From an optimization exercise on the open Yosys and OpenROAD flow, aimed at small area; shortcuts taken in it are not production practice.
Only simulation tests tie the RTL to the original design; equivalence was not proved.
No driver is modelled on the clock port, so clock power and skew are understated where the tree is cut down; a real chip needs a root buffer or a tree.

==> flow/design.v <==
`timescale 1ns / 1ps
module single_pulse(clk, rst, x, deb, deb_n);
parameter INIT = 1'b0;
input clk, rst, x;
output deb;
output deb_n;     
reg deb;
reg p0;
reg [3:0] s;
wire flip = s[3] & ~s[2] & ~s[0];            
wire deb_n = deb ^ flip;
wire d = p0 ^ deb_n;
wire f = s[0] ? (s[2] ^ s[3]) : ~s[2];
always @(posedge clk or posedge rst)
	if (rst) begin
		p0 <= INIT;
		s <= 4'b0000;
		deb <= INIT;
	end else begin
		p0 <= x;
		deb <= deb_n;
		s <= d ? {s[2:0], f} : 4'b0000;
	end
endmodule
`timescale 1ns / 1ps
module spi_slave_lcd(clk, rst, SCK, SSEL, SSEL_n, MOSI, MISO, pulse, parity, byte_data_send, a_top, keep, keep_old);
input clk, rst, SCK, SSEL, MOSI;
input SSEL_n;      
input keep;        
input keep_old;    
output MISO;
output pulse;
output parity;
input [7:0] byte_data_send;
input [7:0] a_top;       
reg MISO;
reg [2:0] i;
reg [7:0] rxr;
reg parity;
reg [2:0] SCK_vec;
reg done, pulse;
reg old_bit;
wire SCK_rise = ~SCK_vec[2] & SCK_vec[1];
wire step = SSEL ? (i != 3'd7) : SCK_rise;
wire rx_in = SSEL ? rxr[0] : MOSI;
wire [2:0] i_n = step ? i - 3'd1 : i;
wire [2:0] i_keep = SSEL_n ? 3'd7 : i_n;
always @(posedge clk) begin
	SCK_vec <= {SCK_vec[1:0], SCK};
	if (keep)
		old_bit <= a_top[i_keep];
end
always @(posedge clk or posedge rst)
	if (rst) begin
		MISO <= 1'b0;
		i <= 3'd7;
		rxr <= 8'd0;
		parity <= 1'b0;
		done <= 1'b0;
		pulse <= 1'b0;
	end else begin
		i <= i_n;
		done <= ~SSEL & SCK_rise & (i == 3'd0);
		pulse <= done;
		if (step) begin
			rxr <= {rx_in, rxr[7:1]};
			parity <= parity ^ rxr[0] ^ rx_in;
		end
		if (~SSEL & ~SCK_vec[1])
			MISO <= keep_old ? old_bit : byte_data_send[i];
	end
endmodule
`timescale 1ns / 1ps
module latency(clk, rst, SCK, SSEL, MOSI, MISO, leds, interrupt, interrupt_ack, btn2);
input clk, rst, btn2;
input SCK, SSEL, MOSI;
output MISO;
output [7:0] leds;
output interrupt;
input interrupt_ack;
wire sck_deb, ssel_deb, int_ack_deb, ssel_deb_n;
wire pulse, parity;
reg [2:0] state;
reg [3:0] cnt;         
reg [31:0] a;
reg [31:0] b;
single_pulse #(.INIT(1'b0)) db_sck (.clk(clk), .rst(rst), .x(SCK), .deb(sck_deb), .deb_n());
single_pulse #(.INIT(1'b1)) db_ssel (.clk(clk), .rst(rst), .x(SSEL), .deb(ssel_deb), .deb_n(ssel_deb_n));
single_pulse #(.INIT(1'b1)) db_ack (.clk(clk), .rst(rst), .x(interrupt_ack), .deb(int_ack_deb), .deb_n());
wire st7 = (state == 3'd7);
wire st0 = (state == 3'd0);
wire st1 = (state == 3'd1);
wire st2 = (state == 3'd2);
wire st3 = (state == 3'd3);
assign interrupt = st1;
wire delay_done = b[16] & b[15] & b[10] & b[9] & b[7] & b[5];  
wire cnt_ge9 = cnt[3] & cnt[0];
wire ack_in = st1 & int_ack_deb;
wire [1:0] idx = cnt_ge9 ? 2'd3 : cnt[1:0] - 2'd1;
wire [3:0] sel = {idx == 2'd3, idx == 2'd2, idx == 2'd1, idx == 2'd0};
wire [7:0] byte_data_send = (a[7:0] & {8{sel[0]}}) | (a[15:8] & {8{sel[1]}})
                          | (a[23:16] & {8{sel[2]}}) | (a[31:24] & {8{sel[3]}});
spi_slave_lcd si (.clk(clk), .rst(rst), .SCK(sck_deb), .SSEL(ssel_deb), .SSEL_n(ssel_deb_n), .MOSI(MOSI), .MISO(MISO),
	.pulse(pulse), .parity(parity), .byte_data_send(byte_data_send), .a_top(a[31:24]),
	.keep(ack_in), .keep_old(st2));
wire [6:0] cnt7 = st0 ? b[6:0] : {3'd0, cnt};
assign leds = btn2 ? {parity, cnt7}
                   : {sck_deb, interrupt, int_ack_deb, ssel_deb, 1'b0, state};
always @(posedge clk or posedge rst)
	if (rst) begin
		state <= 3'd7;
		cnt <= 4'd0;
	end else begin
		case (state)
		3'd7: if (pulse) state <= 3'd0;
		3'd0: if (~int_ack_deb & delay_done) state <= 3'd1;
		3'd1: if (int_ack_deb) state <= 3'd2;
		3'd2: if (~ssel_deb) state <= 3'd3;
		3'd3: if (~pulse & cnt_ge9 & ~sck_deb) state <= 3'd0;
		default: ;
		endcase
		if (st3) begin
			if (pulse & ~cnt_ge9)
				cnt <= cnt + 4'd1;
		end else
			cnt <= {3'd0, st2 & ~ssel_deb};
	end
wire a_ld = st7 | ack_in | (st3 & pulse & (cnt == 4'd4));
wire b_inc = ~st3 & ((~state[1] & ~int_ack_deb) | (st2 & ssel_deb));
wire b_clr = a_ld;
wire b_ld9 = st0 & ~int_ack_deb & delay_done;
wire [32:0] b_cy;
assign b_cy[0] = b_inc;
genvar g;
generate for (g = 0; g < 32; g = g + 1) begin : inc
	assign b_cy[g+1] = b_cy[g] & b[g];
end endgenerate
wire [31:0] b_sum = b ^ b_cy[31:0];
always @(posedge clk) begin
	b <= b_clr ? 32'd0 : b_ld9 ? 32'hFFFFFFF7 : b_sum;
	if (a_ld)
		a <= b;
end
endmodule
==> flow/config.mk <==
export PLATFORM = sky130hd
export DESIGN_NAME = latency
export DESIGN_NICKNAME = latency
export VERILOG_FILES = /design/flow/design.v
export SDC_FILE = /design/flow/constraint.sdc
export NUM_CORES = 4
export LEC_CHECK = 0
export CAP_MARGIN = 20
export CORE_MARGIN = 2
export CORE_UTILIZATION = 40
export SLEW_MARGIN = 20
==> flow/constraint.sdc <==
create_clock -name core_clock -period 10.0 [get_ports {clk}]
set_input_delay 2.0000 -clock core_clock [delete_from_list [all_inputs] [get_ports {clk}]]
set_output_delay 2.0000 -clock core_clock [all_outputs]
set_load 0.01 [all_outputs]
standard.sh (not shown) runs the stock make flow with config.mk's settings and CLKGATE_MAP_FILE= SYNTH_SCRIPT=/design/flow/synth_recipe.tcl, a recipe that flattens the netlist after the stock synthesis.
==> flow/flow/run.sh <==
#!/bin/bash
# Standard layout, except: port buffers are buf_1 cells, and the clock tree
# is a fixed root buffer plus 4 leaf buffers (flow/mycts.tcl).
export MYCTS_NBUF=4
export MYCTS_LEAF=sky130_fd_sc_hd__clkbuf_16
export MYCTS_ROOT=sky130_fd_sc_hd__clkbuf_4
bash standard.sh \
  'BUFFER_PORTS_ARGS=-buffer_cell sky130_fd_sc_hd__buf_1' \
  "PRE_CTS_TCL=$(pwd)/flow/mycts.tcl" \
  finish > standard.log 2>&1
Other scripts of this flow, unchanged in this note and not shown: flow/flow/mycts.tcl
==> next run, changes <==
--- a/flow/design.v
+++ b/flow/design.v
@@ -2,27 +2,30 @@
 module single_pulse(clk, rst, x, deb, deb_n);
 parameter INIT = 1'b0;
 input clk, rst, x;
 output deb;
 output deb_n;     
 reg deb;
-reg p0;
 reg [3:0] s;
-wire flip = s[3] & ~s[2] & ~s[0];            
-wire deb_n = deb ^ flip;
-wire d = p0 ^ deb_n;
-wire f = s[0] ? (s[2] ^ s[3]) : ~s[2];
+wire u = x ^ deb;
+wire flip = s[3] & ~s[2] & ~s[1];            
+wire [3:0] sn;
+assign sn[0] = (u & s[0] & ~s[1] & s[2]) | (u & s[2] & ~s[3]) | (~u & ~s[0] & ~s[1] & s[2])
+             | (u & s[1] & ~s[2] & s[3]) | (~u & ~s[1] & ~s[2] & s[3]) | (u & ~s[1] & ~s[3]);
+assign sn[1] = (u & s[0] & s[2]) | (u & s[0] & ~s[3]) | (~u & s[0] & ~s[1] & ~s[2] & s[3])
+             | (u & s[0] & s[1]);
+assign sn[2] = u & s[1];
+assign sn[3] = (~s[0] & ~s[1] & s[2]) | (u & s[2]);
+assign deb_n = deb ^ flip;
 always @(posedge clk or posedge rst)
 	if (rst) begin
-		p0 <= INIT;
 		s <= 4'b0000;
 		deb <= INIT;
 	end else begin
-		p0 <= x;
+		s <= sn;
 		deb <= deb_n;
-		s <= d ? {s[2:0], f} : 4'b0000;
 	end
 endmodule
 `timescale 1ns / 1ps
 module spi_slave_lcd(clk, rst, SCK, SSEL, SSEL_n, MOSI, MISO, pulse, parity, byte_data_send, a_top, keep, keep_old);
 input clk, rst, SCK, SSEL, MOSI;
 input SSEL_n;      
Result:
- area after synthesis stays flat
- worst hold slack barely changes
- core utilization is about the same
- setup slack got worse by 16 ps
- wire length rose by a few percent
- sequential share of layout area fell by 1.5 points
- die area is about the same
- maximum frequency barely changes
No run of this note takes its clock network from TritonCTS; it comes from the design's own scripts or RTL.

[port drivers added, routing unchanged]
The results above use ideal ports. As a check the final layouts listed here were re-extracted and re-timed, cells and wires unchanged. Step 1 (the two cells are an assumption about what drives the block):
set clk [get_ports {clk}]
set_driving_cell -lib_cell sky130_fd_sc_hd__clkbuf_16 $clk
set_driving_cell -lib_cell sky130_fd_sc_hd__buf_2 [delete_from_list [all_inputs] $clk]
Step 2 times the ports against the registers' clock, not the clock port: input delays grow and output delays shrink by t, the midpoint of the rising clock arrivals with the driver on. a / b / c = ideal / step 1 / step 2; a / b = the first two.
run	t (ns)	setup slack, ns	worst setup path at the end	worst slew at a driven data input, ns
the first run	0.469	3.004 / 3.004 / 3.004	register to register	0.04
the second run	0.454	2.987 / 2.987 / 2.987	register to register	0.03
After both steps every run listed still meets setup and hold.
